From an optimization exercise on the open Yosys and OpenROAD flow, aimed at small area; shortcuts taken in it are not production practice. Function was checked by simulation only, so behaviour that the tests miss may differ from the original. No driver is modelled on the clock port, so clocking that relies on it looks cheaper here than on a real chip. Power figures rest on the tool's default switching activity, not on a simulated workload.

## fjord
==> flow/design.v <==
`timescale 1ns / 1ps
module srcc( clk,reset,level,user1_up,user1_down,user2_up,user2_down ,col,row
        ,centre_r,centre_c,movement
         );
    input clk,user1_up,user1_down,user2_up,user2_down;
    input reset,level;
    output reg [7:0] col;
    output reg [7:0] row;
    output reg [2:0] centre_r,centre_c;
    output [2:0] movement;
    function [2:0] inc3;
        input [2:0] x;
        case (x)
            3'd0: inc3 = 3'd1; 3'd1: inc3 = 3'd2; 3'd2: inc3 = 3'd3; 3'd3: inc3 = 3'd4;
            3'd4: inc3 = 3'd5; 3'd5: inc3 = 3'd6; 3'd6: inc3 = 3'd7; default: inc3 = 3'd0;
        endcase
    endfunction
    function [2:0] dec3;
        input [2:0] x;
        case (x)
            3'd0: dec3 = 3'd7; 3'd1: dec3 = 3'd0; 3'd2: dec3 = 3'd1; 3'd3: dec3 = 3'd2;
            3'd4: dec3 = 3'd3; 3'd5: dec3 = 3'd4; 3'd6: dec3 = 3'd5; default: dec3 = 3'd6;
        endcase
    endfunction
    reg [2:0] js;
    always @(posedge clk)
        if (reset) js <= 3'b000;
        else       js <= {js[1:0], ~js[2]};
    wire tick = js[0] & ~js[1];
    reg pf; reg [4:0] qf;
    wire qf_e = ~qf[0] & qf[1] & ~qf[2] & ~qf[4];
    always @(posedge clk)
        if (reset)     begin pf <= 1'b0; qf <= 5'd10; end
        else if (qf_e) begin pf <= ~pf;  qf <= pf ? 5'd24 : 5'd16; end
        else           qf <= {qf[3:0], ~(qf[4] ^ qf[1])};
    reg ps; reg [5:0] qs;
    wire qs_e = qs[1] & ~qs[2] & qs[3] & ~qs[4] & ~qs[5];
    always @(posedge clk)
        if (reset)     begin ps <= 1'b0; qs <= 6'd11; end
        else if (qs_e) begin ps <= ~ps;  qs <= ps ? 6'd6 : 6'd12; end
        else           qs <= {qs[4:0], qs[5] ^ qs[0]};
    wire fast = pf;
    wire slow = ps;
    reg gclk, gclk_d;
    always @(posedge clk)
        if (reset) begin
            gclk   <= 1'b0;
            gclk_d <= 1'b0;
        end else begin
            if (tick) gclk <= level ? fast : slow;
            gclk_d <= gclk;
        end
    wire tick_game = gclk & ~gclk_d;
    reg [2:0] t1, t2;
    wire loaded = t1[2] & t1[1];
    wire rwin;
    function lit;
        input [2:0] t;
        input [2:0] s;
        input       rwin;
        reg   [2:0] e;
        begin
            e = s - t;
            if (t[2] & t[1])
                lit = t[0] ? (s != 3'd4) : (rwin | (s != 3'd7));
            else
                lit = ~e[2] & ~(e[1] & e[0]);
        end
    endfunction
    reg [2:0] counter;
    reg       valid;
    always @(*) begin
        case (counter)
            3'd0: row = 8'b01111111; 3'd1: row = 8'b11111110;
            3'd2: row = 8'b11111101; 3'd3: row = 8'b11111011;
            3'd4: row = 8'b11110111; 3'd5: row = 8'b11101111;
            3'd6: row = 8'b11011111; default: row = 8'b10111111;
        endcase
        if (!valid) row = 8'hFF;
    end
    reg       pb1, pb2, hit, ld;
    reg [2:0] cc_s;
    always @(posedge clk)
        if (reset) begin
            counter <= 3'd0;
            valid   <= 1'b0;
            pb1 <= 1'b0; pb2 <= 1'b0; hit <= 1'b0; ld <= 1'b0;
        end else if (tick) begin
            pb1 <= lit(t1, counter, rwin);
            pb2 <= lit(t2, counter, rwin);
            hit <= (centre_r == counter);
            ld  <= loaded;
            counter <= counter + 3'd1;
            valid   <= 1'b1;
        end
    always @(posedge clk)
        if (tick) cc_s <= centre_c;
    always @(*) begin
        col[0] = pb1;
        col[7] = pb2;
        if (ld) begin
            col[1] = ~row[1];
            col[2] = ~row[2];
            col[3] = ~row[3];
            col[4] = rwin ? ~row[4] : ~row[3];
            col[5] = rwin ? ~row[5] : ~row[2];
            col[6] = rwin ? ~row[6] : ~row[1];
        end else begin
            col[1] = hit && (cc_s == 3'd1);
            col[2] = hit && (cc_s == 3'd2);
            col[3] = hit && (cc_s == 3'd3);
            col[4] = hit && (cc_s == 3'd4);
            col[5] = hit && (cc_s == 3'd5);
            col[6] = hit && (cc_s == 3'd6);
        end
    end
    reg  [2:0] md;
    wire right = md[2];
    wire vert  = md[0];
    wire down  = md[2] ^ md[1];
    wire over  = ~md[0] & md[1];
    assign rwin = ~md[2];
    assign movement = {md[2] ^ md[1], md[1], md[0]};
    wire [2:0] tp = right ? t2 : t1;
    wire [2:0] e  = centre_r - tp;
    wire hitp = ~e[2] & ~(e[1] & e[0]);
    wire vbounce = vert & (down ? (centre_r == 3'd7) : (centre_r == 3'd0));
    wire edge_c  = right ? (centre_c[2] & centre_c[1]) : ~(centre_c[2] | centre_c[1]);
    function [2:0] paddle;
        input [2:0] t;
        input       up, dn, lwin;
        reg         mv;
        begin
            if (t[2] & t[1])
                mv = ~up & dn & lwin & ~t[0];
            else
                mv = up ? (t != 3'd0) : (dn & (t != 3'd5));
            paddle = mv ? t + {up, up, 1'b1} : t;
        end
    endfunction
    reg ph;
    always @(posedge clk)
    begin
     if (reset) begin
        centre_r <= 3'd4;
        centre_c <= 3'd4;
        md       <= 3'b000;
        ph       <= 1'b0;
        t1       <= 3'd3;
        t2       <= 3'd3;
     end else if (tick_game) begin
        ph <= ~ph;
        if (!ph) begin
            if (over) begin
                t1 <= 3'd6;
                t2 <= 3'd6;
            end else if (vbounce)
                md[1] <= ~md[1];
            else if (edge_c)
                md <= {~right, ~hitp | (right ? e[1] : ~(e[1] | e[0])), hitp & ~e[0]};
            else begin
                centre_c <= centre_c + {~right, ~right, 1'b1};
                if (vert) centre_r <= centre_r + {~down, ~down, 1'b1};
            end
        end else begin
            t1 <= paddle(t1, user1_up, user1_down, !rwin);
            t2 <= paddle(t2, user2_up, user2_down, !rwin);
        end
     end
    end
endmodule
Settings: LEC_CHECK=0, CAP_MARGIN=0, CORE_MARGIN=2, CORE_UTILIZATION=40, SLEW_MARGIN=0; clock period 8.0 ns.
standard.sh (not shown) runs the stock make flow with config.mk's settings and CLKGATE_MAP_FILE= SYNTH_SCRIPT=/design/flow/synth_recipe.tcl, a recipe that flattens the netlist after the stock synthesis.
==> flow/flow/run.sh <==
#!/bin/bash
# Own layout flow: the standard ORFS flow (standard.sh's make call) with
#  - the standard synthesis script, except that adders are left to ABC and
#    ABC runs an area-oriented script (flow/abc_area.script; if ABC fails on
#    it, flow/abc_safe.script);
#  - the smallest buffer for the port buffers;
#  - no dummy loads in clock tree synthesis, and clock buffers then sized
#    down while the clock-pin slew estimate allows (flow/post_cts.tcl).
# The make output goes to flow.log; each ORFS step logs to orfs/logs/.
set -euo pipefail
W=$(pwd)
F=$W/flow

mk_synth() {
  sed "s|log_cmd abc {\*}\$abc_args|set abc_args [lreplace \$abc_args 1 1 $1]\n  log_cmd abc {*}\$abc_args|" \
      "$FLOW_HOME/scripts/synth.tcl" > "$W/synth_own.tcl"
  grep -q "$1" "$W/synth_own.tcl"
}
mk_synth "$F/abc_area.script"
sed "s|\$::env(SCRIPTS_DIR)/synth.tcl|$W/synth_own.tcl|" "$W/synth_recipe.tcl" > "$W/synth_top.tcl"
grep -q "$W/synth_own.tcl" "$W/synth_top.tcl"

sed -e "s|SYNTH_SCRIPT=[^ ]*|SYNTH_SCRIPT=$W/synth_top.tcl ADDER_MAP_FILE= BUFFER_PORTS_ARGS='-buffer_cell sky130_fd_sc_hd__buf_1' POST_CTS_TCL=$F/post_cts.tcl CTS_ARGS='-sink_clustering_enable -repair_clock_nets -dont_use_dummy_load -buf_list sky130_fd_sc_hd__clkbuf_8 -root_buf sky130_fd_sc_hd__clkbuf_8'|" \
    "$W/standard.sh" > "$W/own.sh"
grep -q "synth_top.tcl" "$W/own.sh"

if ! bash "$W/own.sh" synth > "$W/synth.log" 2>&1; then
  mk_synth "$F/abc_safe.script"
  bash "$W/own.sh" synth > "$W/synth_safe.log" 2>&1
fi
bash "$W/own.sh" > "$W/flow.log" 2>&1
==> flow/flow/post_cts.tcl <==
# Post-CTS: clock buffers one at a time are tried at smaller sizes and kept at
# the smallest whose estimated worst clock-pin slew stays under the limit.
proc clk_max_slew {} {
  set mx 0
  foreach i [[ord::get_db_block] getInsts] {
    if {[$i findITerm CLK] != "NULL"} {
      set p [get_pins [$i getName]/CLK]
      foreach rf {rise fall} { set s [get_property $p slew_max_$rf]; if {$s > $mx} {set mx $s} }
    }
  }
  return $mx
}
set slew_limit 0.112
estimate_parasitics -placement
puts "CLKSLEW before [clk_max_slew]"
foreach i [[ord::get_db_block] getInsts] {
  set n [$i getName]
  if {[string match clkbuf_*clk $n]} {
    foreach size {clkbuf_1 clkbuf_2 clkbuf_4} {
      set old [[$i getMaster] getName]
      replace_cell $n sky130_fd_sc_hd__$size
      estimate_parasitics -placement
      set s [clk_max_slew]
      if {$s > $slew_limit} {
        replace_cell $n $old
        estimate_parasitics -placement
      } else {
        puts "clock buffer $n: $size (worst clock-pin slew estimate $s)"
        break
      }
    }
  }
}
detailed_placement
check_placement
estimate_parasitics -placement
puts "CLKSLEW after [clk_max_slew]"
Other scripts of this flow, unchanged in this note and not shown: flow/flow/abc_area.script, flow/flow/abc_safe.script
fjord completed end to end with timing, DRC and antenna clean.
Relative to fjord, the following input files were edited for nickel:
Settings: changing SLEW_MARGIN from 0 to 20; changing CAP_MARGIN from 0 to 20.
diff --git a/flow/flow/post_cts.tcl b/flow/flow/post_cts.tcl
--- a/flow/flow/post_cts.tcl
+++ b/flow/flow/post_cts.tcl
@@ -13 +13 @@
-set slew_limit 0.112
+set slew_limit 0.125
==> run summary <==
fjord went all the way through the flow, and no timing, DRC or antenna check failed. nickel went all the way through synthesis, placement and routing and the layout is clean on timing, DRC and antenna. Status: non-clock buffering overhead in the final layout parity (nickel, fjord). The net load switching power of nickel is lower than that of fjord. Status: proportion of cell area occupied by multi-input gates parity (nickel, fjord). Going from fjord to nickel, final design area excluding fillers saw little to no change, final critical-path share of the clock period decreased 0.22 points.

==> static timing again, ports no longer ideal <==
No port has a modelled driver above. Below, the same layouts with a new extraction and two added sets of constraints. Step 1, drivers: a clkbuf_16 drives clk and a buf_2 each remaining input, both assumed. Step 2 moves the port delays by t, midway between the first and last clock arrival at a register: inputs arrive t later, outputs are due t later. That takes back most of the time a late clock gives input paths. a / b / c = ideal / step 1 / step 2; a / b = the first two.
| run | t, ns | setup WS [ns] | worst slew at a driven data input, ns |
|---|---|---|---|
| fjord | 0.529 | 4.129 / 4.104 / 4.633 | 0.03 |
| nickel | 0.516 | 4.147 / 4.121 / 4.637 | 0.03 |
After both steps setup and hold are still met in every run listed.
